Source: an optimization exercise on an open RTL-to-GDS flow (aim: small area). Production flows keep margins and buffers that such runs may drop. Only simulation tests tie the RTL to the original design; equivalence was not proved. In runs 1 to 8 the design's own scripts or RTL, not TritonCTS, make the clock network. The clock input has no modelled driver; a real chip could not lean on it and would need a root buffer or a full tree. No activity file was given, so power comes from the tool's default toggle rates.

==> design.v <==
module Top (
    input  logic       clk_1MHz,
    input  logic       reset,
    input  logic       data_in,
    input  logic       write_in,
    input  logic       dequeue_in,
    output logic [7:0] fila_data_out,
    output logic [7:0] fila_len_out
);
    logic [3:0] a, b;
    logic       fast, slow;
    function automatic logic [3:0] step(input logic [3:0] v);
        step = {v[2:0], v[3] ? v[0] : ~(v[0] & v[1])};
    endfunction
    assign fast = a[3] & a[2] & a[0];
    assign slow = a[3] & ~a[2] & ~a[0] & b[3] & b[1] & b[0];
    always_ff @(posedge clk_1MHz or posedge reset) begin
        if (reset) begin
            a <= 4'd0;
            b <= 4'd0;
        end else begin
            a <= step(a);
            if (fast) b <= step(b);
        end
    end
    logic [3:0] s;
    logic [7:0] buffer;
    logic       busy;
    logic [3:0] len;
    logic [7:0] mem [8];
    logic [7:0] dout;
    logic recv, req, full, empty, enq, deq, inc;
    assign recv  = ~s[3];
    assign req   = s[3] & ~s[1] & s[0];
    assign full  = len[3];
    assign empty = (len == 4'd0);
    assign enq   = slow & ~busy & req & ~full;
    assign deq   = slow & ~busy & ~(req & ~full) & dequeue_in & ~empty;
    assign inc   = (fast & (recv ? write_in : ~req)) | enq;
    logic [3:0] ts, tl;
    logic [2:0] tq;
    logic       tb;
    assign ts[0] = inc;
    assign ts[1] = inc & s[0];
    assign ts[2] = inc & s[0] & s[1] & ~s[3];
    assign ts[3] = inc & s[0] & s[1] & (s[2] | s[3]);
    assign tl[0] = enq | deq;
    assign tl[1] = (enq & len[0]) | (deq & ~len[0]);
    assign tl[2] = (enq & len[0] & len[1]) | (deq & ~len[0] & ~len[1]);
    assign tl[3] = (enq & len[0] & len[1] & len[2]) | (deq & ~len[0] & ~len[1] & ~len[2]);
    assign tb = slow & (busy | (req & ~full) | (dequeue_in & ~empty));
    always_ff @(posedge clk_1MHz or posedge reset) begin
        if (reset) begin
            s    <= 4'd0;
            busy <= 1'b0;
            len  <= 4'd0;
            dout <= 8'd0;
        end else begin
            s    <= s ^ ts;
            busy <= busy ^ tb;
            len  <= len ^ tl;
            if (deq) dout <= head;
        end
    end
    logic [2:0] q;
    logic [7:0] head;
    logic       ins;
    assign ins = ({1'b0, q} == len);
    assign tq[0] = ~deq;
    assign tq[1] = ~deq & q[0];
    assign tq[2] = ~deq & q[0] & q[1];
    always_ff @(posedge clk_1MHz or posedge reset) begin
        if (reset) q <= 3'd0;
        else q <= q ^ tq;
    end
    always_ff @(posedge clk_1MHz) begin
        if (fast & recv & write_in) buffer <= {data_in, buffer[7:1]};
        mem[0] <= ins ? buffer : mem[7];
        for (int i = 1; i < 8; i++) mem[i] <= mem[i - 1];
        if (q == 3'd0) head <= mem[7];
    end
    assign fila_data_out = dout;
    assign fila_len_out  = {4'd0, len};
endmodule
==> flow/run.sh <==
#!/bin/bash
# Standard ORFS layout with 1-drive port buffers, every gate shrunk to its
# smallest size before the placement repair (which then resizes or buffers
# what needs it), and CTS's tree replaced by a flat one of a few large
# clock buffers, each driving an equal share of the registers.
set -euo pipefail
here=$(pwd)
bash standard.sh \
  "BUFFER_PORTS_ARGS=-buffer_cell sky130_fd_sc_hd__buf_1" \
  "CTS_ARGS=-sink_clustering_enable -repair_clock_nets -dont_use_dummy_load" \
  "PRE_RESIZE_TCL=$here/flow/downsize.tcl" \
  "POST_CTS_TCL=$here/flow/handtree.tcl" \
  finish > make.log 2>&1
==> flow/downsize.tcl <==
# Swap every combinational cell for the smallest-footprint cell of the same
# function (same name up to the drive suffix). Registers and clock cells stay.
proc my_downsize {} {
  set db [ord::get_db]
  set block [ord::get_db_block]
  set n 0
  foreach inst [$block getInsts] {
    set m [$inst getMaster]
    set name [$m getName]
    if {![regexp {^(sky130_fd_sc_hd__([a-z0-9]+))_([0-9]+)$} $name -> base func drv]} { continue }
    if {[regexp {^(df|edf|sdf|dl|clk|tap|fill|decap|conb|lpflow|probe|diode)} $func]} { continue }
    set best $m
    foreach d {0 1 2} {
      set c [$db findMaster ${base}_$d]
      if {$c eq "NULL" || $c eq ""} { continue }
      if {[$c getWidth] < [$best getWidth]} { set best $c }
    }
    if {$best ne $m} {
      $inst swapMaster $best
      incr n
    }
  }
  puts "my_downsize: swapped $n cells"
}
my_downsize
==> flow/handtree.tcl <==
# Replace the clock tree that CTS built with a flat one: the clock port
# drives NX*NY clock buffers of type CELL, each driving the registers in one
# cell of an NX by NY grid that splits the registers into equal groups
# (columns by x, then rows by y within each column).
proc my_collect_clock {net bufs_var sinks_var} {
  upvar $bufs_var bufs
  upvar $sinks_var sinks
  foreach it [$net getITerms] {
    if {[$it isOutputSignal]} { continue }
    set inst [$it getInst]
    set m [[$inst getMaster] getName]
    if {[regexp {__clk(buf|inv)} $m] || [string match clkload* [$inst getName]]} {
      lappend bufs $inst
      foreach o [$inst getITerms] {
        if {[$o isOutputSignal] && [$o getNet] ne "NULL"} {
          my_collect_clock [$o getNet] bufs sinks
        }
      }
    } else {
      lappend sinks $it
    }
  }
}

proc my_hand_tree {nx ny cell} {
  set db [ord::get_db]
  set block [ord::get_db_block]
  set root [[$block findBTerm clk_1MHz] getNet]
  set bufs {}
  set sinks {}
  my_collect_clock $root bufs sinks
  foreach inst $bufs {
    foreach o [$inst getITerms] {
      set n [$o getNet]
      if {$n ne "NULL" && [$o isOutputSignal]} {
        $o disconnect
        if {[llength [$n getITerms]] == 0 || [$n getName] ne [$root getName]} {
          foreach x [$n getITerms] { $x disconnect }
          odb::dbNet_destroy $n
        }
      }
    }
    odb::dbInst_destroy $inst
  }
  set pts {}
  foreach it $sinks {
    $it connect $root
    set xy [$it getAvgXY]
    lappend pts [list [lindex $xy 1] [lindex $xy 2] $it]
  }
  set master [$db findMaster $cell]
  set pts [lsort -real -index 0 $pts]
  set n [llength $pts]
  set b 0
  for {set i 0} {$i < $nx} {incr i} {
    set col [lrange $pts [expr {$i * $n / $nx}] [expr {($i + 1) * $n / $nx - 1}]]
    set col [lsort -real -index 1 $col]
    set m [llength $col]
    for {set j 0} {$j < $ny} {incr j} {
      set grp [lrange $col [expr {$j * $m / $ny}] [expr {($j + 1) * $m / $ny - 1}]]
      set net [odb::dbNet_create $block clknet_hand_$b]
      $net setSigType CLOCK
      set inst [odb::dbInst_create $block $master clkbuf_hand_$b]
      set sx 0
      set sy 0
      foreach s $grp {
        set it [lindex $s 2]
        $it disconnect
        $it connect $net
        set sx [expr {$sx + [lindex $s 0]}]
        set sy [expr {$sy + [lindex $s 1]}]
      }
      set k [llength $grp]
      $inst setLocation [expr {int($sx / $k)}] [expr {int($sy / $k)}]
      $inst setPlacementStatus PLACED
      [$inst findITerm A] connect $root
      [$inst findITerm X] connect $net
      incr b
    }
  }
  puts "my_hand_tree: removed [llength $bufs] CTS cells, $n sinks on $b x $cell"
  detailed_placement
  check_placement
}
my_hand_tree 1 3 sky130_fd_sc_hd__clkbuf_16
==> standard.sh <==
#!/bin/bash
# synth_recipe.tcl (not shown) runs the flow's synth.tcl, then flattens the netlist and writes it again
# the make line also repeats each setting of config.mk as NAME=value (left out here)
make -C /OpenROAD-flow-scripts/flow DESIGN_CONFIG=/design/flow/config.mk WORK_HOME=/design/flow/orfs CLKGATE_MAP_FILE= SYNTH_SCRIPT=/design/flow/synth_recipe.tcl "${@:-finish}"
==> config.mk <==
export PLATFORM = sky130hd
export DESIGN_NAME = Top
export DESIGN_NICKNAME = Top
export VERILOG_FILES = /design/flow/design.v
export SDC_FILE = /design/flow/constraint.sdc
export NUM_CORES = 4
export LEC_CHECK = 0
export CAP_MARGIN = 20
export CORE_MARGIN = 2
export CORE_UTILIZATION = 75
export PLACE_DENSITY = 0.8
export SLEW_MARGIN = 20
==> constraint.sdc <==
create_clock -name core_clock -period 10.0 [get_ports {clk_1MHz}]
set_input_delay 2.0000 -clock core_clock [delete_from_list [all_inputs] [get_ports {clk_1MHz}]]
set_output_delay 2.0000 -clock core_clock [all_outputs]
set_load 0.01 [all_outputs]
==> impl_metrics.toml, run 1 <==
[outcome]
status = "finished clean"

[yosys]
syn_area_um2 = 3130
yosys_register_bits = 108
synth_edf_count = 16
yosysTopAreaCellShare_pct = 40.9
ys_types = 32
syn_area_per_cell_um2 = 17.1
synth_top_family_by_area = "multiplexers"
synthAdderAreaFrac_pct = 1.60
synth.most_common_cell = "dfxtp_1"
synth_ff_type = "dfxtp_1"
ys_top_cells_by_area = "dfxtp_1 41%, dfrtp_1 22%, edfxtp_1 15%"
yosys_warnings = 2
synth-compound-area-share_pct = 1.56
synth_top_area_cell = "dfxtp_1"
seq_area_frac_synth_pct = 78.7
syn_inst = 183
async_flop_share_pct = 25.9
ys_top_cells_by_count = "64 x dfxtp_1, 28 x dfrtp_1, 21 x mux2_2, 16 x edfxtp_1"
synthMuxAreaShare_pct = 8.19
synth_xor_area_share_pct = 2.24
synth-simple-area-share_pct = 5.48

[sta]
finalHoldViolations = 0
max_slew_margin_pct = 36.7
tns_ps = 0
tightest_slew_ps = 944
rsz0062_at_grt = "false"
clock.fmax_mhz = 276
finalSetupViolCount = 0
finalClockSkew_ps = 5.29
fin_crit_sh_pct = 36.2
fin_crit_ps = 3620
drv_slew = 0

[drt]
drtIter0Drc = 101
antenna_left = 0
post_drt_wl_per_cell_um = 18.2
dr_total_vias = 1379
drc_errors = 0
first_pass_iters = 4
routed_wl_um = 4560
viasPerCell = 5.49

[worst_setup_path]
reg2reg_to = "q[2]"
path_depth = 8
crit_required_ps = 10080
crit_path_max_incr_delay_ps = 570
rr_worst_depth = 7
crit_fanout = 12
startpoint = "dequeue_in"
crit_chain = "buf_1 -> nand4b_1 -> nor4_1 -> buf_1 -> inv_1 -> ha_1 -> ha_1 -> xor2_1"
cp_slowest_cell = "buf_1"
critical_path_class = "primary input to flip-flop"
startpoint_type = "primary input"
path_buf_inv = 3
r2r_setup_slack_ps = 7560
r2r-start = "a[0]"
endpoint_kind = "flip-flop"
critPathTopFamily = "buffers and inverters"
arrival_ps = 3700

[floorplan]
die_h_um = 68.6
core_area_um2 = 4000
dieArea_um2 = 4710
start_util_pct = 78.3
die_w_um = 68.6
num_io_pins = 21
std_cell_rows = 23

[grt]
antenna_found_initial = 0
grt_overflow = 0
busiest_layer = "met2"
met1_usage_pct = 27.6
track_usage_pct = 21.4
grt_pass1_vias = 1382
grt_pass1_wl_um = 7090
grt_max_degree = 37
use_met3_pct = 2.60
met2_usage_pct = 38.5

[cts]
cts_sinks = 108
clk_latency_ps = 180
path_clk_slew_ps = 120

[layout]
insertedDiodeCount = 0
drive_above_1_share_pct = 13.4
nets = 212
finalNonFillerCells = 251
flow.area_growth_from_synthesis_pct = 4.88

[power_and_ir_drop]
pwr_density_cell_nw_per_um2 = 186
ir_drop_v = 0.000142
leakagePower_uw = 0.00137

[worst_hold_path]
min-delay-start = "mem[3][2]"
hold_path_depth = 0
hold_end = "mem[4][2]"
hp-class = "flip-flop to flip-flop"

[placed_design]
port_buffers = 16
dp_hpwl_um = 3030
dp_cells = 248
gp_congestion = 0.688

[job]
cap_viol_max_count = 0
cell type report:
cell class              instances  area [um^2]
repair buffers                 19         75.1
fillers                       192          717
multi-input cells              69          601
plain buffers                   3         75.1
well taps                      50         62.6
flip-flops and latches        108         2460
inverters                       2         7.51
metrics by stage:
step                      cell area (um^2)  worst slack (ps)  total power (uW)  utilization (%)  hold slack (ps)
after floorplan                       3140              6840               463                -              310
after global placement                3220              6760               463             80.5              311
after detailed placement              3200              6280               464             80.1              312
after global routing                  3280              6270               626             82.1              340
final                                 3280              6380               610             82.1              340
cell families (layout without fill, tap and decap cells):
family                     count (synthesis)  after routing
other                                      1              4
buffers and inverters                      9             24
xor gates and xnor gates                   8              8
DFF                                      108            108
adders and majority gates                  4              4
AOI/OAI and AO/OA                          7              7
and+or+nand+nor                           23             23
muxes                                     23             23
flip-flops by register name, indices dropped and copies added, names as in the netlist:
name	count
a	4
busy	1
dout	8
head	8
mem	64
buffer	8
s	4
q	3
len	4
b	4
worst max-delay path by stage:
| stage | end | slack (ps) |
|---|---|---|
| after global placement | q[2] | 6760 |
| after global routing | q[2] | 6270 |
| after floorplan | q[2] | 6840 |
| final | q[2] | 6380 |
| after detailed placement | q[2] | 6280 |
cell usage in the layout, fill, tap and decap left out, types with 2 or more instances in the layout:
master and count:
a21boi_0 2, and3_1 2, buf_1 18, clkbuf_16 3
conb_1 4, dfrtp_1 28, dfxtp_1 64, edfxtp_1 16
ha_1 4, mux2_2 21, mux2i_1 2, nand2_1 3
nand2b_1 3, nand4bb_1 2, nor2_1 2, nor4_1 3
o21ai_0 2, xnor2_1 3, xor2_1 5
per-layer routing:
| metal | routed length, um | vias up |
|---|---|---|
| met4 | 48 | 0 |
| met3 | 120 | 5 |
| met1 | 1990 | 690 |
| li1 | - | 650 |
| met2 | 2400 | 34 |
| met5 | 0 | - |
power breakdown:
part / leakage [uW] / switching [uW] / total (uW) / internal (uW)
registers: 0.00102 / 3.30 / 447 / 444
logic: 0.000305 / 3.90 / 6.82 / 2.92
clock network: 0.0000370 / 99.5 / 156 / 56.3
total: 0.00137 / 107 / 610 / 503
==> run 2, diff against run 1 <==
==> flow/run.sh (replaced) <==
#!/bin/bash
# Standard ORFS layout (bash standard.sh) with these changes:
#  - port buffers are buf_1;
#  - every gate is shrunk to its smallest size before the placement repair,
#    which then resizes or buffers what needs it (flow/downsize.tcl);
#  - CTS's tree is replaced by a flat one: the clock port drives three
#    clkbuf_16, each driving a third of the registers (flow/handtree.tcl);
#  - the constant outputs share one tie cell.
# All tool output goes to make.log here and to ORFS's per-step logs under
# orfs/logs/.
set -euo pipefail
here=$(pwd)
bash standard.sh \
  "BUFFER_PORTS_ARGS=-buffer_cell sky130_fd_sc_hd__buf_1" \
  "CTS_ARGS=-sink_clustering_enable -repair_clock_nets -dont_use_dummy_load" \
  "PRE_RESIZE_TCL=$here/flow/downsize.tcl" \
  "POST_CTS_TCL=$here/flow/handtree.tcl" \
  SKIP_REPAIR_TIE_FANOUT=1 \
  finish > make.log 2>&1
--- a/flow/handtree.tcl
+++ b/flow/handtree.tcl
@@ -83,3 +83,32 @@
   check_placement
 }
-my_hand_tree 1 3 sky130_fd_sc_hd__clkbuf_16
+
+# Largest estimated clock-pin slew over all registers.
+proc my_max_clk_slew {} {
+  set_propagated_clock [all_clocks]
+  estimate_parasitics -placement
+  set worst 0
+  foreach pin [get_pins -hierarchical */CLK] {
+    set s [get_property $pin slew_max]
+    if {$s > $worst} { set worst $s }
+  }
+  return $worst
+}
+
+# Try the three buffers as three bands across and three bands down, and
+# keep the one with the smaller worst clock slew.
+set my_best ""
+set my_best_slew 1e9
+foreach cfg {{1 3} {3 1}} {
+  my_hand_tree {*}$cfg sky130_fd_sc_hd__clkbuf_16
+  set s [my_max_clk_slew]
+  puts "my_hand_tree: grid $cfg worst clock slew $s"
+  if {$s < $my_best_slew} {
+    set my_best $cfg
+    set my_best_slew $s
+  }
+}
+if {$my_best ne "3 1"} {
+  my_hand_tree {*}$my_best sky130_fd_sc_hd__clkbuf_16
+}
+puts "my_hand_tree: kept grid $my_best, worst clock slew [my_max_clk_slew]"
==> run 2 against run 1 <==
Compared with the run above: fmax grew 1.9%; worst hold slack lost 5.4 ps; critical path depth is the same; critical endpoint unchanged.
==> impl_metrics.toml, run 2 <==
[sta]
fin_crit_sh_pct = 35.5
finalSetupViolCount = 0
clock.fmax_mhz = 281
tightest_slew_ps = 737
finalClockSkew_ps = 12.8
max_slew_margin_pct = 50.6
tns_ps = 0
drv_slew = 0
finalHoldViolations = 0
fin_crit_ps = 3550
rsz0062_at_grt = "false"

[drt]
routed_wl_um = 4740
post_drt_wl_per_cell_um = 19.2
dr_total_vias = 1402
drc_errors = 0
first_pass_iters = 5
drtIter0Drc = 84
viasPerCell = 5.68
antenna_left = 0

[power_and_ir_drop]
leakagePower_uw = 0.00136
pwr_density_cell_nw_per_um2 = 185
swShare_pct = 16.8
combPwrFrac_pct = 1.2
pwr-share-clk_pct = 24.9
total_power_uw = 605
seq_power_share_pct = 74.0
ir_drop_v = 0.000221
p_int_uw = 503
p_sw_uw = 102

[floorplan]
start_util_pct = 78.3
std_cell_rows = 23
dieArea_um2 = 4710
core_area_um2 = 4000
die_w_um = 68.6
die_h_um = 68.6
num_io_pins = 21

[yosys]
syn_area_um2 = 3130
syn_inst = 183
synth_ff_type = "dfxtp_1"
ys_top_cells_by_area = "dfxtp_1 41%, dfrtp_1 22%, edfxtp_1 15%"
synth_top_area_cell = "dfxtp_1"
yosys_register_bits = 108
synth_edf_count = 16
ys_types = 32
yosysTopAreaCellShare_pct = 40.9
async_flop_share_pct = 25.9
synth.most_common_cell = "dfxtp_1"
yosys_warnings = 2
syn_area_per_cell_um2 = 17.1
seq_area_frac_synth_pct = 78.7
ys_top_cells_by_count = "64 x dfxtp_1, 28 x dfrtp_1, 21 x mux2_2, 16 x edfxtp_1"

[worst_hold_path]
hp-class = "flip-flop to flip-flop"

[layout]
final_cell_mix = "64 x dfxtp_1, 28 x dfrtp_1, 21 x mux2_2, 17 x buf_1, 16 x edfxtp_1"
drive_above_1_share_pct = 14.7
top_register = "mem"
finalNonFillerCells = 247
insertedDiodeCount = 0
fillCellCount = 194
largest_reg_flops = 64
flow.area_growth_from_synthesis_pct = 4.48
seqCellArea_um2 = 2460
nets = 208
multiInputGateArea_um2 = 594
mostFrequentLayoutCell = "dfxtp_1"
stdcell_area_um2 = 3270

[worst_setup_path]
crit_path_max_incr_delay_ps = 540
critical_path_class = "primary input to flip-flop"
crit_fanout = 12
cp_slowest_cell = "buf_1"
critPathTopFamily = "buffers and inverters"
startpoint_type = "primary input"
crit_required_ps = 10070
path_buf_inv = 3
crit_chain = "buf_1 -> nand4b_1 -> nor4_1 -> buf_1 -> inv_1 -> ha_1 -> ha_1 -> xor2_1"
endpoint_kind = "flip-flop"
arrival_ps = 3620

[grt]
track_usage_pct = 22.0
grt_pass1_wl_um = 7270
grt_pass1_vias = 1396
grt_max_degree = 37
antenna_found_initial = 0
grt_overflow = 0

[cts]
cts_sinks = 108
clk_latency_ps = 180
path_clk_slew_ps = 120

[placed_design]
dp_cells = 244
dp_hpwl_um = 3100
port_buffers = 16
postPlaceCellArea_um2 = 3190
gp_congestion = 0.696

[outcome]
status = "finished clean"

[job]
cap_viol_max_count = 0
[run 2: path summary, 6_finish.rpt]
check	startpoint	endpoint	slack, ps	cells after the start
min in group asynchronous	reset	q[0]	1840	2
worst min register to register	mem[5][5]	mem[6][5]	330	0
worst max register to register	a[0]	q[2]	7600	7
worst max-delay path	dequeue_in	q[2]	6450	8
worst min-delay path	mem[5][5]	mem[6][5]	330	0
max in group asynchronous	reset	dout[2]	7770	2
[run 2: per-layer routing]
layer  track usage [%]  share of wire [%]  routed length, um
met1              27.2                 41               1970
met2              40.5                 53               2540
met3              3.90                3.8                179
met4              4.50                1.3                 62
met5                 0                  0                  0
[run 2: layout make-up]
class | instances | area share, %
buffer | 3 | 2.30
sequential | 108 | 75.3
multi-input combinational | 66 | 18.2
inverter | 2 | 0.230
timing repair buffer | 18 | 2.10
tap | 50 | 1.91
[run 2: metrics by stage]
step	utilization, %	setup slack [ps]	hold WS [ps]
after floorplan	-	6840	310
after global placement	80.0	6590	312
after detailed placement	79.8	6290	312
after global routing	81.8	6360	341
final	81.8	6450	334
[run 2: cells by family (layout without fill, tap and decap cells)]
| logic type | Yosys count | count (layout) | share of synthesized area [%] |
|---|---|---|---|
| xor gates and xnor gates | 8 | 8 | 2.24 |
| and+or+nand+nor | 23 | 23 | 5.48 |
| adders and majority gates | 4 | 4 | 1.60 |
| muxes | 23 | 23 | 8.19 |
| buffers and inverters | 9 | 23 | 2.16 |
| other | 1 | 1 | 0.120 |
| AOI/OAI and AO/OA | 7 | 7 | 1.56 |
| DFF | 108 | 108 | 78.7 |
[run 2: power by group through the flow]
stage               registers, uW  clock network, uW  logic, uW
finish                        448                150       7.08
global placement              457                  0       6.75
floorplan                     456                  0       6.59
detailed placement            457                  0       7.49
global route                  448                166       8.33
==> run 3, diff against run 2 <==
--- a/design.v
+++ b/design.v
@@ -28,5 +28,5 @@
     logic       busy;
     logic [3:0] len;
-    logic [7:0] mem [8];
+    logic [7:0] mem [7];
     logic [7:0] dout;
     logic recv, req, full, empty, enq, deq, inc;
@@ -39,5 +39,4 @@
     assign inc   = (fast & (recv ? write_in : ~req)) | enq;
     logic [3:0] ts, tl;
-    logic [2:0] tq;
     logic       tb;
     assign ts[0] = inc;
@@ -63,20 +62,28 @@
         end
     end
-    logic [2:0] q;
+    logic [2:0] u;
     logic [7:0] head;
-    logic       ins;
-    assign ins = ({1'b0, q} == len);
-    assign tq[0] = ~deq;
-    assign tq[1] = ~deq & q[0];
-    assign tq[2] = ~deq & q[0] & q[1];
+    logic       hv, ld, ins, len7;
+    logic [2:0] tu;
+    assign len7 = (len == 4'd7);
+    assign ld   = ~hv & (u == 3'd0) & ~empty;
+    assign ins  = len7 ? (hv & (u == 3'd0)) : (~len[3] & (u == len[2:0]));
+    assign tu[0] = ~deq & ~(u[1] & u[2]);
+    assign tu[1] = ~deq & (u[0] | (u[1] & u[2]));
+    assign tu[2] = ~deq & u[1] & (u[0] | u[2]);
     always_ff @(posedge clk_1MHz or posedge reset) begin
-        if (reset) q <= 3'd0;
-        else q <= q ^ tq;
+        if (reset) begin
+            u  <= 3'd0;
+            hv <= 1'b0;
+        end else begin
+            u  <= u ^ tu;
+            hv <= hv ^ (ld | (hv & deq));
+        end
     end
     always_ff @(posedge clk_1MHz) begin
         if (fast & recv & write_in) buffer <= {data_in, buffer[7:1]};
-        mem[0] <= ins ? buffer : mem[7];
-        for (int i = 1; i < 8; i++) mem[i] <= mem[i - 1];
-        if (q == 3'd0) head <= mem[7];
+        mem[0] <= ins ? buffer : mem[6];
+        for (int i = 1; i < 7; i++) mem[i] <= mem[i - 1];
+        if (ld) head <= mem[6];
     end
     assign fila_data_out = dout;
--- a/config.mk
+++ b/config.mk
@@ -8,5 +8,5 @@
 export CAP_MARGIN = 20
 export CORE_MARGIN = 2
-export CORE_UTILIZATION = 75
-export PLACE_DENSITY = 0.8
+export CORE_UTILIZATION = 82
+export PLACE_DENSITY = 0.86
 export SLEW_MARGIN = 20
==> run 3 against run 2 <==
Compared with the run above: fmax shrank 0.35%; routed wire length grew 24%; core utilization grew 5.8 points; clock power about the same; critical path depth down 3; die area down 9.4%; sequential power decreased by 6.2%; largest cell class unchanged.
==> impl_metrics.toml, run 3 <==
[outcome]
status = "finished clean"

[layout]
mostFrequentLayoutCell = "dfxtp_1"
nets = 211
insertedDiodeCount = 0
flow.area_growth_from_synthesis_pct = 3.25
largest_reg_flops = 56
seqCellArea_um2 = 2330
finalNonFillerCells = 250
drive_above_1_share_pct = 13.4
multiInputGateArea_um2 = 637
final_cell_mix = "56 x dfxtp_1, 29 x dfrtp_1, 20 x mux2_2, 17 x buf_1, 16 x edfxtp_1"
fillCellCount = 135
top_register = "mem"

[sta]
fin_crit_ps = 3570
tightest_slew_ps = 1020
fin_crit_sh_pct = 35.7
rsz0062_at_grt = "false"
whs_ps = 339
drv_slew = 0
finalClockSkew_ps = 6.02
clock.fmax_mhz = 280
finalHoldViolations = 0
tns_ps = 0
fin_ws_ps = 6430
max_slew_margin_pct = 32.3
finalSetupViolCount = 0

[floorplan]
std_cell_rows = 22
dieArea_um2 = 4260
core_area_um2 = 3630
die_w_um = 65.3
num_io_pins = 21
start_util_pct = 84.8
die_h_um = 65.3

[placed_design]
port_buffers = 16
gp_congestion = 0.787
dp_hpwl_um = 3370
dp_cells = 247
place_ws_ps = 6350

[worst_hold_path]
hp-class = "flip-flop to flip-flop"
hold_path_depth = 0

[yosys]
async_flop_share_pct = 28.7
yosys_warnings = 2
seq_area_frac_synth_pct = 75.5
ys_types = 39
yosysTopAreaCellShare_pct = 36.4
ys_top_cells_by_count = "56 x dfxtp_1, 29 x dfrtp_1, 20 x mux2_2, 16 x edfxtp_1"
synth_edf_count = 16
synth.most_common_cell = "dfxtp_1"
synth_ff_type = "dfxtp_1"
syn_inst = 189
synth_top_area_cell = "dfxtp_1"
ys_top_cells_by_area = "dfxtp_1 36%, dfrtp_1 24%, edfxtp_1 16%"
syn_area_um2 = 3080
syn_area_per_cell_um2 = 16.3
yosys_register_bits = 101

[worst_setup_path]
r2r-start = "a[0]"
endpoint = "dout[4]"
reg2reg_to = "s[2]"
path_buf_inv = 2
critPathTopFamily = "simple AND/OR/NAND/NOR gates"
r2r_setup_slack_ps = 7540
cp_slowest_cell = "nor4_2"
rr_worst_depth = 7
crit_chain = "buf_1 -> nand4b_1 -> nor4_2 -> buf_4 -> mux2_2"
startpoint = "dequeue_in"
startpoint_type = "primary input"
critical_path_class = "primary input to flip-flop"
crit_required_ps = 10060
arrival_ps = 3630
crit_fanout = 8
endpoint_kind = "flip-flop"
crit_path_max_incr_delay_ps = 670
path_depth = 5

[grt]
grt_overflow = 0
track_usage_pct = 30.7
grt_max_degree = 35
antenna_found_initial = 0
grt_pass1_wl_um = 9210
grt_pass1_vias = 1587

[cts]
clk_latency_ps = 170
path_clk_slew_ps = 110
cts_sinks = 101

[power_and_ir_drop]
pwr_density_cell_nw_per_um2 = 181
total_power_uw = 576
ir_drop_v = 0.000143
leakagePower_uw = 0.00125

[drt]
antenna_left = 0
viasPerCell = 6.11
routed_wl_um = 5910
first_pass_iters = 4
dr_total_vias = 1527
post_drt_wl_per_cell_um = 23.6
drc_errors = 0
drtIter0Drc = 246

[job]
cap_viol_max_count = 0
-- run 3: cell count changes after synthesis, moves of 2 or more --
| cell | delta |
|---|---|
| o21ai_0 | +3 |
| a21o_1 | +2 |
| buf_2 | +2 |
| o31ai_1 | +2 |
| a21boi_0 | -2 |
| dfxtp_1 | -8 |
| ha_1 | -2 |
| xor2_1 | -2 |
| a21oi_1 | +2 |
| a2111oi_2 | +2 |
-- run 3: worst register-to-register path: cells and delay by family (launching register included) --
kind            cells  cell delay, ps
simple gates        3            1180
compound gates      1             220
flops               1             460
xor+xnor            1             170
fa+ha+maj           2             350
-- run 3: worst min-delay path by stage --
stage               startpoint   endpoint  slack (ps)
floorplan            mem[0][0]  mem[1][0]         310
global placement     mem[5][6]  mem[6][6]         310
detailed placement   mem[0][3]  mem[1][3]         310
global route         mem[4][3]  mem[5][3]         340
finish               mem[0][0]  mem[1][0]         340
-- run 3: metrics by stage --
step / cell area [um^2] / util, %
2_1_floorplan: 3080 / -
3_3_place_gp: 3150 / 86.7
3_5_place_dp: 3100 / 85.4
5_1_grt: 3180 / 87.6
6_report: 3180 / 87.6
-- run 3: area by class of cell --
| type | instances | share of cell area, % |
|---|---|---|
| plain buffers | 3 | 2.36 |
| inverters | 3 | 0.354 |
| multi-input cells | 77 | 20.0 |
| flip-flops and latches | 101 | 73.1 |
| well taps | 48 | 1.89 |
| repair buffers | 18 | 2.24 |
-- run 3: metal layers --
metal / share of wire (%) / GRT usage, %
met1: 40 / 41.1
met2: 53 / 54.1
met4: 2.3 / 8.59
met3: 4.3 / 3.25
met5: 0 / 0
-- run 3: cells by family (layout without fill, tap and decap cells) --
group           Yosys count  count (layout)  synth area share (%)
buf+inv                  11              24                  2.27
flops                   101             101                  75.5
fa+ha+maj                 2               2                 0.812
other cells               1               1                 0.122
xor+xnor                  7               7                  1.99
compound gates           17              17                  4.06
simple gates             27              27                  6.94
mux                      23              23                  8.28
-- run 3: where the power goes --
group	internal [uW]	switching [uW]
clock	56.0	92.7
sequential	416	3.74
combinational	3.04	4.59
==> run 4, diff against run 3 <==
--- a/config.mk
+++ b/config.mk
@@ -6,7 +6,7 @@
 export NUM_CORES = 4
 export LEC_CHECK = 0
-export CAP_MARGIN = 20
+export CAP_MARGIN = 5
 export CORE_MARGIN = 2
 export CORE_UTILIZATION = 82
 export PLACE_DENSITY = 0.86
-export SLEW_MARGIN = 20
+export SLEW_MARGIN = 5
==> run 4 against run 3 <==
Compared with the run above: sequential power is essentially flat; combinational power is essentially flat; clock power is essentially flat; worst hold slack about the same; critical path type unchanged; largest cell class unchanged; highest routed layer unchanged.
==> impl_metrics.toml, run 4 <==
[grt]
grt_pass1_wl_um = 9210
grt_pass1_vias = 1587
grt_overflow = 0
grt_max_degree = 35
track_usage_pct = 30.7
antenna_found_initial = 0

[sta]
drv_slew = 0
finalHoldViolations = 0
finalSetupViolCount = 0
max_slew_margin_pct = 26.8
tightest_slew_ps = 1100
fin_crit_ps = 3550
tns_ps = 0
clock.fmax_mhz = 281
rsz0062_at_grt = "false"
fin_crit_sh_pct = 35.5
finalClockSkew_ps = 6.90

[yosys]
syn_area_per_cell_um2 = 16.3
syn_area_um2 = 3080
synthMuxAreaShare_pct = 8.28
yosys_register_bits = 101
ys_top_cells_by_area = "dfxtp_1 36%, dfrtp_1 24%, edfxtp_1 16%"
ys_types = 39
synth_xor_area_share_pct = 1.99
synth_edf_count = 16
seq_area_frac_synth_pct = 75.5
synth-compound-area-share_pct = 4.06
synthAdderAreaFrac_pct = 0.812
ys_top_cells_by_count = "56 x dfxtp_1, 29 x dfrtp_1, 20 x mux2_2, 16 x edfxtp_1"
syn_inst = 189
async_flop_share_pct = 28.7
synth-simple-area-share_pct = 6.94
synth_top_family_by_area = "multiplexers"
synth.most_common_cell = "dfxtp_1"
synth_top_area_cell = "dfxtp_1"
synth_ff_type = "dfxtp_1"
yosys_warnings = 2
yosysTopAreaCellShare_pct = 36.4

[worst_hold_path]
hold_path_depth = 0
hp-class = "flip-flop to flip-flop"

[layout]
insertedDiodeCount = 0
top_register = "mem"
largest_reg_flops = 56
finalNonFillerCells = 250
nets = 211
flow.area_growth_from_synthesis_pct = 3.25
drive_above_1_share_pct = 12.9
final_cell_mix = "56 x dfxtp_1, 29 x dfrtp_1, 20 x mux2_2, 17 x buf_1, 16 x edfxtp_1"
mostFrequentLayoutCell = "dfxtp_1"
fillCellCount = 135

[power_and_ir_drop]
leakagePower_uw = 0.00125
pwr_density_cell_nw_per_um2 = 181
ir_drop_v = 0.000143

[cts]
path_clk_slew_ps = 110
cts_sinks = 101
clk_latency_ps = 170

[drt]
viasPerCell = 6.20
first_pass_iters = 4
drtIter0Drc = 246
post_drt_wl_per_cell_um = 23.5
dr_total_vias = 1549
antenna_left = 0
drc_errors = 0
routed_wl_um = 5880

[worst_setup_path]
critPathTopFamily = "simple AND/OR/NAND/NOR gates"
rr_worst_depth = 7
crit_path_max_incr_delay_ps = 660
critical_path_class = "primary input to flip-flop"
endpoint_kind = "flip-flop"
crit_fanout = 8
arrival_ps = 3620
crit_required_ps = 10060
startpoint_type = "primary input"
cp_slowest_cell = "nor4_2"
path_buf_inv = 2
path_depth = 5
crit_chain = "buf_1 -> nand4b_1 -> nor4_2 -> buf_4 -> mux2_2"

[placed_design]
port_buffers = 16
gp_congestion = 0.787
dp_cells = 247
dp_hpwl_um = 3370

[floorplan]
die_w_um = 65.3
dieArea_um2 = 4260
num_io_pins = 21
die_h_um = 65.3
std_cell_rows = 22
start_util_pct = 84.8
core_area_um2 = 3630

[outcome]
status = "finished clean"

[job]
cap_viol_max_count = 0
[run 4: cell types whose count changed in the layout (fill, tap and decap cells not counted)]
cell and change:
inv_1 +1, inv_2 -1
[run 4: worst paths after layout]
| path | to | slack [ps] | startpoint |
|---|---|---|---|
| min | mem[1][0] | 340 | mem[0][0] |
| min in group asynchronous | dout[7] | 2060 | reset |
| max reg2reg | s[2] | 7540 | a[0] |
| max in group asynchronous | b[3] | 7280 | reset |
| min reg2reg | mem[1][0] | 340 | mem[0][0] |
| max | dout[2] | 6450 | dequeue_in |
[run 4: final cells by class]
cell class | instances | area (um^2) | area share, %
Buffer | 3 | 75.1 | 2.36
Tap cell | 48 | 60.1 | 1.89
Sequential cell | 101 | 2330 | 73.1
Timing Repair Buffer | 18 | 71.3 | 2.24
Multi-Input combinational cell | 77 | 637 | 20.0
Inverter | 3 | 11.3 | 0.354
[run 4: through the flow]
step	total power [uW]	setup WS (ps)	cell area, um^2	util, %	hold slack (ps)
3_3_place_gp	435	6600	3150	86.7	311
2_1_floorplan	434	6940	3080	-	310
5_1_grt	592	6390	3180	87.6	345
6_report	577	6450	3180	87.6	339
3_5_place_dp	436	6350	3100	85.4	312
[run 4: power breakdown]
part	total, uW	switching, uW	leakage [uW]	internal [uW]
clock	149	93.1	0.0000370	56.0
combinational	7.60	4.58	0.000278	3.02
sequential	420	3.77	0.000938	416
total	577	101	0.00125	475
[run 4: layer usage]
layer	share of wire, %	global-route usage (%)
met2	53	54.1
met1	40	41.1
met4	2.4	8.59
met5	0	0
met3	4.2	3.25
[run 4: worst register-to-register path: stages (launching register included)]
cell and delay, ps:
dfrtp_1 460, nand4bb_1 340, nor4_1 760, o21bai_1 220, ha_1 170, ha_1 180, nand2b_1 80, xnor2_1 170
[run 4: logic make-up (layout without fill, tap and decap cells)]
group | count (synthesis) | in the layout
xor gates and xnor gates | 7 | 7
DFF | 101 | 101
AOI/OAI and AO/OA | 17 | 17
buffers and inverters | 11 | 24
and+or+nand+nor | 27 | 27
other | 1 | 1
muxes | 23 | 23
adders and majority gates | 2 | 2
==> run 5, diff against run 4 <==
--- a/config.mk
+++ b/config.mk
@@ -8,5 +8,5 @@
 export CAP_MARGIN = 5
 export CORE_MARGIN = 2
-export CORE_UTILIZATION = 82
-export PLACE_DENSITY = 0.86
+export CORE_UTILIZATION = 75
+export PLACE_DENSITY = 0.8
 export SLEW_MARGIN = 5
==> run 5 against run 4 <==
Compared with the run above: still clean on timing, DRC and antenna; routed wire length decreased by 23%; clock skew about the same; global-route usage decreased by 9.1 points; combinational power decreased by 7.0%; clock power about the same; design area about the same; critical path type unchanged; critical endpoint is now dout[6].
==> impl_metrics.toml, run 5 <==
[sta]
finalClockSkew_ps = 6.92
tns_ps = 0
finalSetupViolCount = 0
fin_crit_ps = 3380
max_slew_margin_pct = 20.3
clock.fmax_mhz = 296
tightest_slew_ps = 1190
fin_crit_sh_pct = 33.8
drv_slew = 0
finalHoldViolations = 0
rsz0062_at_grt = "false"

[worst_setup_path]
critPathTopFamily = "simple AND/OR/NAND/NOR gates"
crit_chain = "buf_1 -> nand4b_1 -> nor4_2 -> buf_4 -> mux2_2"
cp_slowest_cell = "nor4_2"
rr_worst_depth = 7
crit_fanout = 8
path_depth = 5
startpoint_type = "primary input"
path_buf_inv = 2
crit_required_ps = 10070
critical_path_class = "primary input to flip-flop"
crit_path_max_incr_delay_ps = 590
endpoint_kind = "flip-flop"
arrival_ps = 3440

[yosys]
syn_area_um2 = 3080
ys_top_cells_by_count = "56 x dfxtp_1, 29 x dfrtp_1, 20 x mux2_2, 16 x edfxtp_1"
synth_ff_type = "dfxtp_1"
synth.most_common_cell = "dfxtp_1"
seq_area_frac_synth_pct = 75.5
syn_area_per_cell_um2 = 16.3
ys_top_cells_by_area = "dfxtp_1 36%, dfrtp_1 24%, edfxtp_1 16%"
syn_inst = 189
async_flop_share_pct = 28.7
yosys_register_bits = 101
synth_top_area_cell = "dfxtp_1"
yosysTopAreaCellShare_pct = 36.4
yosys_warnings = 2
synth_edf_count = 16
ys_types = 39

[placed_design]
postPlaceCellArea_um2 = 3100
dp_hpwl_um = 2930
gp_congestion = 0.796
port_buffers = 16

[floorplan]
core_area_um2 = 3970
die_w_um = 68.1
num_io_pins = 21
die_h_um = 68.1
start_util_pct = 77.6
dieArea_um2 = 4640
std_cell_rows = 23

[layout]
mostFrequentLayoutCell = "dfxtp_1"
stdcell_area_um2 = 3180
flow.area_growth_from_synthesis_pct = 3.17
nets = 211
final_cell_mix = "56 x dfxtp_1, 29 x dfrtp_1, 20 x mux2_2, 17 x buf_1, 16 x edfxtp_1"
seqCellArea_um2 = 2330
insertedDiodeCount = 0
fillCellCount = 203
largest_reg_flops = 56
multiInputGateArea_um2 = 632
top_register = "mem"
drive_above_1_share_pct = 12.4

[grt]
antenna_found_initial = 0
grt_max_degree = 35
grt_pass1_wl_um = 7120
grt_pass1_vias = 1432
track_usage_pct = 21.6
grt_overflow = 0

[worst_hold_path]
hp-class = "flip-flop to flip-flop"
hold_path_depth = 0

[power_and_ir_drop]
swShare_pct = 17.3
pwr_density_cell_nw_per_um2 = 181
p_sw_uw = 99.1
seq_power_share_pct = 73.0
ir_drop_v = 0.000143
p_int_uw = 475
leakagePower_uw = 0.00125
pwr-share-clk_pct = 25.8
combPwrFrac_pct = 1.2

[drt]
viasPerCell = 5.67
drc_errors = 0
post_drt_wl_per_cell_um = 18.0
antenna_left = 0
drtIter0Drc = 66
first_pass_iters = 4
dr_total_vias = 1429
routed_wl_um = 4520

[cts]
path_clk_slew_ps = 110
cts_sinks = 101
clk_latency_ps = 170

[job]
cap_viol_max_count = 0

[outcome]
status = "finished clean"
==> run 5: cell counts after synthesis <==
Identical to the previous run, type by type.
==> run 5: through the flow <==
stage / power (uW) / std cells / hold WS, ps / util (%) / setup WS, ps
after floorplan: 434 / 189 / 310 / - / 6940
after detailed placement: 435 / 249 / 313 / 78.2 / 6450
after global placement: 435 / 248 / 310 / 79.4 / 6580
final: 574 / 252 / 338 / 80.1 / 6620
after global routing: 590 / 252 / 344 / 80.1 / 6510
==> run 5: kinds of logic (layout without fill, tap and decap cells) <==
logic type | Yosys count | in the layout | share of synthesized area, %
simple gates | 27 | 27 | 6.94
mux | 23 | 23 | 8.28
flops | 101 | 101 | 75.5
xor+xnor | 7 | 7 | 1.99
fa+ha+maj | 2 | 2 | 0.812
compound gates | 17 | 17 | 4.06
buf+inv | 11 | 24 | 2.27
other cells | 1 | 1 | 0.122
==> run 5: path summary, 6_finish.rpt <==
check / endpoint / from / slack, ps
max: dout[6] / dequeue_in / 6620
min: mem[5][2] / mem[4][2] / 340
max reg2reg: s[2] / a[0] / 7680
min reg2reg: mem[5][2] / mem[4][2] / 340
max in group asynchronous: b[0] / reset / 7290
min in group asynchronous: dout[7] / reset / 2060
==> run 5: layer usage <==
| layer | vias up | part of all wire (%) | global-route usage, % |
|---|---|---|---|
| met2 | 38 | 51 | 36.5 |
| li1 | 679 | - | - |
| met4 | 0 | 2.3 | 8.00 |
| met5 | - | 0 | 0 |
| met3 | 9 | 3.1 | 2.47 |
| met1 | 703 | 44 | 29.0 |
==> run 5: power by group through the flow <==
stage | clock network, uW | logic (uW) | registers, uW
floorplan | 0 | 6.77 | 428
global placement | 0 | 6.80 | 428
detailed placement | 0 | 7.36 | 428
global route | 161 | 8.56 | 420
finish | 148 | 7.07 | 419
==> run 5: worst register-to-register path, cell delays in order, from the launching register on <==
cell       delay (ps)
dfrtp_1           440
nand4bb_1         350
nor4_1            670
o21bai_1          210
ha_1              160
ha_1              180
nand2b_1           80
xnor2_1           130
==> run 5: area by class of cell <==
type / instances / area share [%]
buffer: 3 / 2.36
sequential: 101 / 73.2
inverter: 3 / 0.354
multi-input combinational: 77 / 19.9
timing repair buffer: 18 / 2.24
tap: 50 / 1.97
==> run 6, diff against run 5 <==
--- a/config.mk
+++ b/config.mk
@@ -6,7 +6,7 @@
 export NUM_CORES = 4
 export LEC_CHECK = 0
-export CAP_MARGIN = 5
+export CAP_MARGIN = 20
 export CORE_MARGIN = 2
 export CORE_UTILIZATION = 75
 export PLACE_DENSITY = 0.8
-export SLEW_MARGIN = 5
+export SLEW_MARGIN = 20
==> run 6 against run 5 <==
Compared with the run above: still clean; combinational power increased by 2%; design area increased by 0.16%; worst hold slack about the same; setup slack got worse by 19 ps; via count increased by 0.42%; clock skew increased by 2.8 ps; synthesized area unchanged; fmax decreased by 0.55%; sequential share of layout area decreased by 0.11 points; global-route usage unchanged; core utilization increased by 0.13 points; register-to-register slack about the same; highest routed layer unchanged.
==> impl_metrics.toml, run 6 <==
[outcome]
status = "finished clean"

[cts]
path_clk_slew_ps = 120
cts_sinks = 101
clk_latency_ps = 180

[yosys]
yosysTopAreaCellShare_pct = 36.4
synth.most_common_cell = "dfxtp_1"
seq_area_frac_synth_pct = 75.5
syn_area_per_cell_um2 = 16.3
synth_edf_count = 16
async_flop_share_pct = 28.7
yosys_register_bits = 101
ys_top_cells_by_area = "dfxtp_1 36%, dfrtp_1 24%, edfxtp_1 16%"
syn_inst = 189
syn_area_um2 = 3080
synth_top_area_cell = "dfxtp_1"
ys_top_cells_by_count = "56 x dfxtp_1, 29 x dfrtp_1, 20 x mux2_2, 16 x edfxtp_1"
synth_ff_type = "dfxtp_1"
yosys_warnings = 2
ys_types = 39

[floorplan]
start_util_pct = 77.6
num_io_pins = 21
std_cell_rows = 23
die_w_um = 68.1
core_area_um2 = 3970
dieArea_um2 = 4640
die_h_um = 68.1

[layout]
largest_reg_flops = 56
nets = 211
fillCellCount = 203
mostFrequentLayoutCell = "dfxtp_1"
insertedDiodeCount = 0
top_register = "mem"
final_cell_mix = "56 x dfxtp_1, 29 x dfrtp_1, 20 x mux2_2, 17 x buf_1, 16 x edfxtp_1"
flow.area_growth_from_synthesis_pct = 3.33
drive_above_1_share_pct = 13.4
multiInputGateArea_um2 = 637
seqCellArea_um2 = 2330

[job]
cap_viol_max_count = 0

[sta]
finalHoldViolations = 0
clock.fmax_mhz = 294
finalSetupViolCount = 0
rsz0062_at_grt = "false"
finalClockSkew_ps = 9.69
drv_slew = 0
tns_ps = 0
tightest_slew_ps = 893
max_slew_margin_pct = 40.5
fin_crit_ps = 3400
fin_crit_sh_pct = 34.0

[placed_design]
dp_hpwl_um = 2930
gp_congestion = 0.796
port_buffers = 16

[worst_setup_path]
r2r_setup_slack_ps = 7690
endpoint_kind = "flip-flop"
arrival_ps = 3460
r2r-start = "a[0]"
rr_worst_depth = 7
reg2reg_to = "s[2]"
crit_fanout = 8
startpoint_type = "primary input"
cp_slowest_cell = "nor4_2"
path_buf_inv = 2
critPathTopFamily = "simple AND/OR/NAND/NOR gates"
crit_chain = "buf_1 -> nand4b_1 -> nor4_2 -> buf_4 -> mux2_2"
crit_required_ps = 10070
startpoint = "dequeue_in"
critical_path_class = "primary input to flip-flop"
crit_path_max_incr_delay_ps = 590

[grt]
antenna_found_initial = 0
grt_overflow = 0
grt_max_degree = 35
grt_pass1_wl_um = 7120
grt_pass1_vias = 1432
track_usage_pct = 21.6

[drt]
drtIter0Drc = 66
routed_wl_um = 4540
antenna_left = 0
first_pass_iters = 4
post_drt_wl_per_cell_um = 18.0
viasPerCell = 5.69
drc_errors = 0
dr_total_vias = 1435

[power_and_ir_drop]
p_int_uw = 475
p_sw_uw = 100
swShare_pct = 17.4
total_power_uw = 575
pwr_density_cell_nw_per_um2 = 181
pwr-share-clk_pct = 25.9
leakagePower_uw = 0.00125
ir_drop_v = 0.000143
seq_power_share_pct = 72.9
combPwrFrac_pct = 1.3

[worst_hold_path]
min-delay-start = "mem[4][2]"
hold_end = "mem[5][2]"
hp-class = "flip-flop to flip-flop"
hold_path_depth = 0
[run 6: logic make-up after synthesis]
group / after synthesis / synth area share [%]
mux: 23 / 8.28
compound gates: 17 / 4.06
other cells: 1 / 0.122
buf+inv: 11 / 2.27
xor+xnor: 7 / 1.99
simple gates: 27 / 6.94
fa+ha+maj: 2 / 0.812
flops: 101 / 75.5
[run 6: power by group through the flow]
| stage | registers [uW] | logic [uW] | clock network [uW] |
|---|---|---|---|
| floorplan | 428 | 6.77 | 0 |
| global placement | 428 | 6.80 | 0 |
| detailed placement | 428 | 7.36 | 0 |
| global route | 420 | 8.66 | 161 |
| finish | 419 | 7.20 | 149 |
[run 6: how the worst max path moves through the flow]
stage | slack, ps | depth (start not counted) | endpoint
floorplan | 6940 | 1 | buffer[0]
global placement | 6580 | 2 | buffer[4]
detailed placement | 6450 | 5 | dout[5]
global route | 6510 | 5 | dout[6]
finish | 6600 | 5 | dout[5]
[run 6: area by class of cell]
cell class | instances | area share [%]
multi-input cells | 77 | 20.0
well taps | 50 | 1.96
inverters | 3 | 0.354
flip-flops and latches | 101 | 73.1
repair buffers | 18 | 2.24
plain buffers | 3 | 2.36
[run 6: per-layer routing]
| metal | up-vias | track usage, % | part of all wire [%] |
|---|---|---|---|
| met1 | 712 | 29.0 | 44 |
| met4 | 0 | 8.00 | 2.3 |
| met2 | 34 | 36.5 | 51 |
| met3 | 9 | 2.47 | 3.0 |
| met5 | - | 0 | 0 |
| li1 | 680 | - | - |
[run 6: metrics by stage]
step | util [%] | cells | hold slack (ps) | cell area [um^2] | setup slack, ps
2_1_floorplan | - | 189 | 310 | 3080 | 6940
3_3_place_gp | 79.4 | 248 | 310 | 3150 | 6580
3_5_place_dp | 78.2 | 249 | 313 | 3100 | 6450
5_1_grt | 80.2 | 252 | 344 | 3180 | 6510
6_report | 80.2 | 252 | 338 | 3180 | 6600
==> run 7, diff against run 6 <==
--- a/design.v
+++ b/design.v
@@ -30,4 +30,5 @@
     logic [7:0] mem [7];
     logic [7:0] dout;
+    logic [7:0] head;
     logic recv, req, full, empty, enq, deq, inc;
     assign recv  = ~s[3];
@@ -63,5 +64,4 @@
     end
     logic [2:0] u;
-    logic [7:0] head;
     logic       hv, ld, ins, len7;
     logic [2:0] tu;
==> run 7 against run 6 <==
Compared with the run above: core utilization unchanged; routed wire length did not move; die area unchanged; design area unchanged; flip-flop and latch count stayed put; cell count did not move; sequential power is essentially flat; via count is the same; synthesized area unchanged.
==> impl_metrics.toml, run 7 <==
[power_and_ir_drop]
ir_drop_v = 0.000143
pwr_density_cell_nw_per_um2 = 181
leakagePower_uw = 0.00125

[layout]
final_cell_mix = "56 x dfxtp_1, 29 x dfrtp_1, 20 x mux2_2, 17 x buf_1, 16 x edfxtp_1"
top_register = "mem"
mostFrequentLayoutCell = "dfxtp_1"
stdcell_area_um2 = 3180
drive_above_1_share_pct = 13.4
insertedDiodeCount = 0
fillCellCount = 203
largest_reg_flops = 56
flow.area_growth_from_synthesis_pct = 3.33
nets = 211

[yosys]
synth_ff_type = "dfxtp_1"
yosysTopAreaCellShare_pct = 36.4
synth-compound-area-share_pct = 4.06
seq_area_frac_synth_pct = 75.5
syn_inst = 189
synthMuxAreaShare_pct = 8.28
synthAdderAreaFrac_pct = 0.812
async_flop_share_pct = 28.7
synth.most_common_cell = "dfxtp_1"
yosys_register_bits = 101
ys_types = 39
yosys_warnings = 2
synth-simple-area-share_pct = 6.94
syn_area_per_cell_um2 = 16.3
synth_xor_area_share_pct = 1.99
ys_top_cells_by_count = "56 x dfxtp_1, 29 x dfrtp_1, 20 x mux2_2, 16 x edfxtp_1"
ys_top_cells_by_area = "dfxtp_1 36%, dfrtp_1 24%, edfxtp_1 16%"
synth_top_area_cell = "dfxtp_1"
syn_area_um2 = 3080
synth_edf_count = 16
synth_top_family_by_area = "multiplexers"

[sta]
tightest_slew_ps = 893
fin_crit_sh_pct = 34.0
clock.fmax_mhz = 294
whs_ps = 338
fin_crit_ps = 3400
max_slew_margin_pct = 40.5
drv_slew = 0
tns_ps = 0
finalSetupViolCount = 0
finalClockSkew_ps = 9.69
rsz0062_at_grt = "false"
finalHoldViolations = 0

[drt]
routed_wl_um = 4540
drc_errors = 0
dr_total_vias = 1435
drtIter0Drc = 66
first_pass_iters = 4
post_drt_wl_per_cell_um = 18.0
viasPerCell = 5.69
antenna_left = 0

[worst_setup_path]
crit_required_ps = 10070
startpoint_type = "primary input"
crit_fanout = 8
critical_path_class = "primary input to flip-flop"
arrival_ps = 3460
endpoint_kind = "flip-flop"

[floorplan]
dieArea_um2 = 4640
die_w_um = 68.1
die_h_um = 68.1
num_io_pins = 21
core_area_um2 = 3970
std_cell_rows = 23
start_util_pct = 77.6

[grt]
antenna_found_initial = 0
grt_max_degree = 35
grt_pass1_wl_um = 7120
track_usage_pct = 21.6
grt_overflow = 0
grt_pass1_vias = 1432

[placed_design]
postPlaceCellArea_um2 = 3100
port_buffers = 16
gp_congestion = 0.796
dp_hpwl_um = 2930

[worst_hold_path]
hp-class = "flip-flop to flip-flop"

[job]
cap_viol_max_count = 0

[cts]
path_clk_slew_ps = 120
clk_latency_ps = 180
cts_sinks = 101

[outcome]
status = "finished clean"
## run 7: cell counts after synthesis
Identical to the previous run, type by type.
## run 7: critical path, cell delays in order
cell	delay [ps]
buf_1	110
nand4b_1	130
nor4_2	590
buf_4	280
mux2_2	340
## run 7: logic make-up (layout without fill, tap and decap cells)
group,after synthesis,after routing
buffers and inverters,11,24
adder cells (fa/ha/maj),2,2
XOR/XNOR,7,7
AO/OA/AOI/OAI,17,17
other,1,1
flip-flops,101,101
multiplexers,23,23
AND/OR/NAND/NOR,27,27
## run 7: cell type report
type,count,area (um^2),share of cell area (%)
Inverter,3,11.3,0.354
Tap cell,50,62.6,1.96
Sequential cell,101,2330,73.1
Timing Repair Buffer,18,71.3,2.24
Multi-Input combinational cell,77,637,20.0
Buffer,3,75.1,2.36
## run 7: path summary, 6_finish.rpt
| path | startpoint | end | slack (ps) | depth (start not counted) |
|---|---|---|---|---|
| max in group asynchronous | reset | b[2] | 7740 | 2 |
| worst min register to register | mem[4][2] | mem[5][2] | 340 | 0 |
| worst max-delay path | dequeue_in | dout[5] | 6600 | 5 |
| worst max register to register | a[0] | s[2] | 7690 | 7 |
| min in group asynchronous | reset | dout[3] | 1860 | 2 |
| worst min-delay path | mem[4][2] | mem[5][2] | 340 | 0 |
## run 7: metrics by stage
step                      total power, uW  utilization (%)  cells  setup WS (ps)
after floorplan                       434                -    189           6940
after global placement                435             79.4    248           6580
after detailed placement              435             78.2    249           6450
after global routing                  590             80.2    252           6510
final                                 575             80.2    252           6600
## run 7: power by group
group | internal (uW) | switching [uW]
Clock | 56.0 | 92.8
Sequential | 416 | 3.01
Combinational | 2.95 | 4.25
Total | 475 | 100
## run 7: metal layers
metal  GRT usage, %  wire (um)  up-vias
met1           29.0       2000      712
met3           2.47        134        9
met5              0          0        -
li1               -          -      680
met4           8.00        106        0
met2           36.5       2300       34
==> run 8, diff against run 7 <==
--- a/design.v
+++ b/design.v
@@ -8,18 +8,16 @@
     output logic [7:0] fila_len_out
 );
-    logic [3:0] a, b;
+    logic [1:0] m;
+    logic [4:0] c;
     logic       fast, slow;
-    function automatic logic [3:0] step(input logic [3:0] v);
-        step = {v[2:0], v[3] ? v[0] : ~(v[0] & v[1])};
-    endfunction
-    assign fast = a[3] & a[2] & a[0];
-    assign slow = a[3] & ~a[2] & ~a[0] & b[3] & b[1] & b[0];
+    assign fast = ~m[0] & ~c[4] & ((c[1] & c[0]) | (~c[2] & ~c[0]));
+    assign slow = m[0] & ~m[1] & ~c[4] & ~c[3] & ~c[2];
     always_ff @(posedge clk_1MHz or posedge reset) begin
         if (reset) begin
-            a <= 4'd0;
-            b <= 4'd0;
+            m <= 2'd0;
+            c <= 5'd6;
         end else begin
-            a <= step(a);
-            if (fast) b <= step(b);
+            m <= {m[1] ^ m[0], ~m[0]};
+            c <= {c[3:0], c[4] ^ (c[2] & (c[0] ^ c[1]))};
         end
     end
==> run 8 against run 7 <==
Compared with the run above: still clean on timing, DRC and antenna; fmax is 0.16% higher; synthesized area is 2.4% lower; routed wire length is 8.0% higher; setup slack better by 5.6 ps; first-iteration DRC count grew to 4.7 times the previous value; clock power hardly changed; worst hold slack worse by 2.5 ps; design area is 1.5% lower; register-to-register slack worse by 290 ps; sequential share of layout area is 0.39 points higher; largest cell class unchanged.
==> impl_metrics.toml, run 8 <==
[outcome]
status = "finished clean"

[yosys]
synth_xor_area_share_pct = 2.91
synthAdderAreaFrac_pct = 1.25
ys_top_cells_by_area = "dfxtp_1 37%, dfrtp_1 22%, edfxtp_1 16%"
synth_top_family_by_area = "simple AND/OR/NAND/NOR gates"
synth_ff_type = "dfxtp_1"
seq_area_frac_synth_pct = 76.7
syn_inst = 207
yosys_warnings = 2
async_flop_share_pct = 28.0
synth-compound-area-share_pct = 3.87
syn_area_um2 = 3010
yosysTopAreaCellShare_pct = 37.3
synth.most_common_cell = "dfxtp_1"
synth_edf_count = 16
synth-simple-area-share_pct = 8.91
ys_types = 41
syn_area_per_cell_um2 = 14.5
yosys_register_bits = 100
ys_top_cells_by_count = "56 x dfxtp_1, 30 x nand2_1, 26 x dfrtp_1, 16 x edfxtp_1, 8 x mux2_2"
synth_top_area_cell = "dfxtp_1"
synthMuxAreaShare_pct = 3.33

[floorplan]
die_w_um = 67.3
dieArea_um2 = 4530
start_util_pct = 76.8
core_area_um2 = 3910
std_cell_rows = 23
die_h_um = 67.3
num_io_pins = 21

[sta]
fin_crit_ps = 3390
tns_ps = 0
fin_ws_ps = 6610
finalClockSkew_ps = 6.26
finalSetupViolCount = 0
tightest_slew_ps = 1010
fin_crit_sh_pct = 33.9
rsz0062_at_grt = "false"
max_slew_margin_pct = 31.9
whs_ps = 335
clock.fmax_mhz = 295
drv_slew = 0
finalHoldViolations = 0

[drt]
routed_wl_um = 4910
drtIter0Drc = 308
viasPerCell = 5.72
antenna_left = 0
post_drt_wl_per_cell_um = 18.4
dr_total_vias = 1527
drc_errors = 0
first_pass_iters = 4

[worst_setup_path]
rr_worst_depth = 5
crit_fanout = 12
crit_path_max_incr_delay_ps = 800
cp_slowest_cell = "nor4_2"
critical_path_class = "primary input to flip-flop"
crit_chain = "buf_1 -> o41ai_1 -> nor4_2 -> o2bb2a_1 -> xnor2_1"
startpoint_type = "primary input"
r2r_setup_slack_ps = 7400
endpoint_kind = "flip-flop"
arrival_ps = 3450
crit_required_ps = 10060

[grt]
track_usage_pct = 24.3
antenna_found_initial = 0
grt_pass1_vias = 1494
grt_overflow = 0
grt_max_degree = 35
grt_pass1_wl_um = 7820

[layout]
seqCellArea_um2 = 2300
stdcell_area_um2 = 3140
largest_reg_flops = 56
fillCellCount = 222
final_cell_mix = "56 x dfxtp_1, 30 x nand2_1, 26 x dfrtp_1, 16 x edfxtp_1, 16 x buf_1"
flow.area_growth_from_synthesis_pct = 4.33
drive_above_1_share_pct = 9.22
top_register = "mem"
insertedDiodeCount = 0
nets = 227
mostFrequentLayoutCell = "dfxtp_1"
multiInputGateArea_um2 = 607

[power_and_ir_drop]
leakagePower_uw = 0.00129
ir_drop_v = 0.000135
pwr_density_cell_nw_per_um2 = 236

[cts]
cts_sinks = 100
path_clk_slew_ps = 110
clk_latency_ps = 170

[placed_design]
dp_hpwl_um = 3000
gp_congestion = 0.751
postPlaceCellArea_um2 = 3060
place_ws_ps = 6440
port_buffers = 16

[job]
cap_viol_max_count = 0

[worst_hold_path]
hold_path_depth = 0
hp-class = "flip-flop to flip-flop"
-- run 8: changes by cell type after synthesis, moves of 3 or more --
| cell | change |
|---|---|
| nand2_1 | +26 |
| mux2_2 | -12 |
| dfrtp_1 | -3 |
| inv_1 | +3 |
-- run 8: layout make-up --
cell class | instances | area share [%]
inverter | 6 | 0.718
timing repair buffer | 17 | 2.07
sequential | 100 | 73.5
buffer | 3 | 2.39
multi-input combinational | 91 | 19.3
tap | 50 | 1.99
-- run 8: cells by family (layout without fill, tap and decap cells) --
logic type,Yosys count,after routing
AOI/OAI and AO/OA,17,17
xor gates and xnor gates,10,10
adders and majority gates,3,3
buffers and inverters,16,26
DFF,100,100
muxes,9,9
other,1,1
and+or+nand+nor,51,51
-- run 8: final timing paths --
check,from,to
setup / recovery,dequeue_in,len[2]
hold / removal,mem[4][7],mem[5][7]
setup reg to reg,m[0],len[2]
hold reg to reg,mem[4][7],mem[5][7]
max in group asynchronous,reset,dout[0]
min in group asynchronous,reset,c[3]
-- run 8: routing by layer --
layer / routed length (um) / up-vias / global-route usage [%] / share of wire (%)
met3: 227 / 13 / 3.00 / 4.6
met5: 0 / - / 0 / 0
li1: - / 708 / - / -
met1: 2000 / 744 / 32.0 / 41
met4: 123 / 0 / 6.63 / 2.5
met2: 2550 / 62 / 42.9 / 52
-- run 8: critical path: cells and delay by family --
kind,cells,cell delay [ps]
compound gates,2,460
buf+inv,1,70
simple gates,1,800
xor+xnor,1,120
-- run 8: power breakdown --
group | internal (uW) | total [uW] | switching [uW]
registers | 456 | 506 | 50.3
clock network | 55.9 | 146 | 90.5
logic | 40.9 | 88.8 | 47.8
total | 552 | 741 | 189
-- run 8: per-stage QoR --
stage	std cells	total power, uW	util [%]
6_report	267	741	80.1
5_1_grt	267	771	80.1
3_5_place_dp	264	597	78.1
3_3_place_gp	263	587	78.4
2_1_floorplan	207	570	-
==> run 9, diff against run 8 <==
--- a/design.v
+++ b/design.v
@@ -8,16 +8,18 @@
     output logic [7:0] fila_len_out
 );
-    logic [1:0] m;
-    logic [4:0] c;
+    logic [3:0] a, b;
     logic       fast, slow;
-    assign fast = ~m[0] & ~c[4] & ((c[1] & c[0]) | (~c[2] & ~c[0]));
-    assign slow = m[0] & ~m[1] & ~c[4] & ~c[3] & ~c[2];
+    function automatic logic [3:0] step(input logic [3:0] v);
+        step = {v[2:0], v[3] ? v[0] : ~(v[0] & v[1])};
+    endfunction
+    assign fast = a[3] & a[2] & a[0];
+    assign slow = a[3] & ~a[2] & ~a[0] & b[3] & b[1] & b[0];
     always_ff @(posedge clk_1MHz or posedge reset) begin
         if (reset) begin
-            m <= 2'd0;
-            c <= 5'd6;
+            a <= 4'd0;
+            b <= 4'd0;
         end else begin
-            m <= {m[1] ^ m[0], ~m[0]};
-            c <= {c[3:0], c[4] ^ (c[2] & (c[0] ^ c[1]))};
+            a <= step(a);
+            if (fast) b <= step(b);
         end
     end
@@ -28,5 +30,4 @@
     logic [7:0] mem [7];
     logic [7:0] dout;
-    logic [7:0] head;
     logic recv, req, full, empty, enq, deq, inc;
     assign recv  = ~s[3];
@@ -62,4 +63,5 @@
     end
     logic [2:0] u;
+    logic [7:0] head;
     logic       hv, ld, ins, len7;
     logic [2:0] tu;
==> run.sh (new file) <==
#!/bin/bash
# synth_recipe.tcl (not shown) runs the flow's synth.tcl, then flattens the netlist and writes it again
# the make line also repeats each setting of config.mk as NAME=value (left out here)
make -C /OpenROAD-flow-scripts/flow DESIGN_CONFIG=/design/flow/config.mk WORK_HOME=/design/flow/orfs CLKGATE_MAP_FILE= SYNTH_SCRIPT=/design/flow/synth_recipe.tcl finish
removed: flow/run.sh
removed: flow/downsize.tcl
removed: flow/handtree.tcl
removed: standard.sh
==> run 9 against run 8 <==
Compared with the run above: design area is 10% higher; core utilization is 7.0 points higher; sequential share of layout area is 6.2 points lower; highest routed layer unchanged.
==> impl_metrics.toml, run 9 <==
[outcome]
status = "finished clean"

[layout]
nets = 219
top_register = "mem"
drive_above_1_share_pct = 20.3
finalNonFillerCells = 267
mostFrequentLayoutCell = "dfxtp_1"
fillCellCount = 154
flow.area_growth_from_synthesis_pct = 12.3
multiInputGateArea_um2 = 701
seqCellArea_um2 = 2330
final_cell_mix = "56 x dfxtp_1, 29 x dfrtp_1, 20 x mux2_2, 16 x edfxtp_1, 16 x clkdlybuf4s50_1"

[worst_setup_path]
critical_path_class = "flip-flop to output pin"
r2r-start = "a[0]"
crit_path_max_incr_delay_ps = 610
rr_worst_depth = 7
startpoint_type = "flip-flop"
crit_chain = "clkdlybuf4s50_1"
arrival_ps = 1540
path_buf_inv = 1
crit_fanout = 9
reg2reg_to = "s[2]"
critPathTopFamily = "buffers and inverters"
cp_slowest_cell = "clkdlybuf4s50_1"
r2r_setup_slack_ps = 7590

[placed_design]
gp_congestion = 0.830
dp_hpwl_um = 3350
dp_cells = 251
port_buffers = 16

[sta]
rsz0062_at_grt = "false"
tns_ps = 0
clock.fmax_mhz = 282
drv_slew = 0
tightest_slew_ps = 794
fin_crit_ps = 3540
finalClockSkew_ps = 10.7

[grt]
track_usage_pct = 28.5
antenna_found_initial = 0
grt_max_degree = 30
grt_overflow = 0
grt_pass1_vias = 1610

[yosys]
yosys_warnings = 2
yosysTopAreaCellShare_pct = 36.4
synth_ff_type = "dfxtp_1"
syn_area_per_cell_um2 = 16.3
synth.most_common_cell = "dfxtp_1"
synth_top_area_cell = "dfxtp_1"
syn_area_um2 = 3080
synth_edf_count = 16
ys_top_cells_by_count = "56 x dfxtp_1, 29 x dfrtp_1, 20 x mux2_2, 16 x edfxtp_1"
seq_area_frac_synth_pct = 75.5
yosys_register_bits = 101
ys_types = 39

[drt]
dr_total_vias = 1540
antenna_left = 0
viasPerCell = 5.77
first_pass_iters = 4
drtIter0Drc = 133
routed_wl_um = 5680
post_drt_wl_per_cell_um = 21.3

[power_and_ir_drop]
pwr_density_cell_nw_per_um2 = 197

[cts]
cts_sinks = 101
path_clk_slew_ps = 100

[floorplan]
std_cell_rows = 23
start_util_pct = 77.6
dieArea_um2 = 4640
die_w_um = 68.1
num_io_pins = 21
die_h_um = 68.1

[worst_hold_path]
hp-class = "flip-flop to flip-flop"
min-delay-start = "mem[3][4]"

[job]
cap_viol_max_count = 0
[run 9: logic make-up after synthesis]
| kind of cell | after synthesis | synth area share (%) |
|---|---|---|
| fa+ha+maj | 2 | 0.812 |
| compound gates | 17 | 4.06 |
| simple gates | 27 | 6.94 |
| xor+xnor | 7 | 1.99 |
| other cells | 1 | 0.122 |
| buf+inv | 11 | 2.27 |
| flops | 101 | 75.5 |
| mux | 23 | 8.28 |
[run 9: routing by layer]
| metal | up-vias | wire length (um) | global-route usage (%) |
|---|---|---|---|
| met5 | - | 0 | 0 |
| met4 | 0 | 161 | 13.8 |
| met3 | 19 | 290 | 10.5 |
| met2 | 58 | 2960 | 47.5 |
| met1 | 763 | 2270 | 32.6 |
| li1 | 700 | - | - |
[run 9: area by class of cell]
| class | instances | area share [%] |
|---|---|---|
| inverter | 3 | 0.325 |
| tap | 50 | 1.81 |
| clock buffer | 12 | 3.91 |
| multi-input combinational | 80 | 20.3 |
| sequential | 101 | 67.3 |
| timing repair buffer | 17 | 4.85 |
| clock inverter | 4 | 1.59 |
[run 9: metrics by stage]
step	cell area, um^2	utilization, %	total power, uW	hold slack [ps]	setup WS, ps
after floorplan	3090	-	434	310	6940
after global placement	3260	82.2	436	311	6170
after detailed placement	3270	82.3	437	312	6160
after CTS	3460	87.1	682	332	6460
after global routing	3460	87.1	699	338	6380
final	3460	87.1	681	327	6460
[run 9: power breakdown]
group | leakage, uW | total, uW | internal (uW) | switching [uW]
Combinational | 0.000332 | 8.64 | 4.15 | 4.49
Sequential | 0.000938 | 419 | 416 | 3.35
Clock | 0.0000916 | 253 | 118 | 135
Total | 0.00136 | 681 | 538 | 143
[run 9: worst max-delay path by stage]
stage | startpoint | cells after the start | slack [ps] | to
4_1_cts | len[1] | 1 | 6460 | fila_len_out[1]
5_1_grt | dequeue_in | 5 | 6380 | len[2]
3_5_place_dp | dequeue_in | 4 | 6160 | dout[2]
2_1_floorplan | write_in | 1 | 6940 | buffer[0]
6_report | len[1] | 1 | 6460 | fila_len_out[1]
3_3_place_gp | write_in | 2 | 6170 | buffer[4]

Check on run 9: ideal ports give 6.460 ns setup slack; a clkbuf_16 on the clock port and buf_2 on the inputs give 6.429 ns; moving port delays by the midpoint clock arrival (0.389 ns) as well gives 6.109 ns.
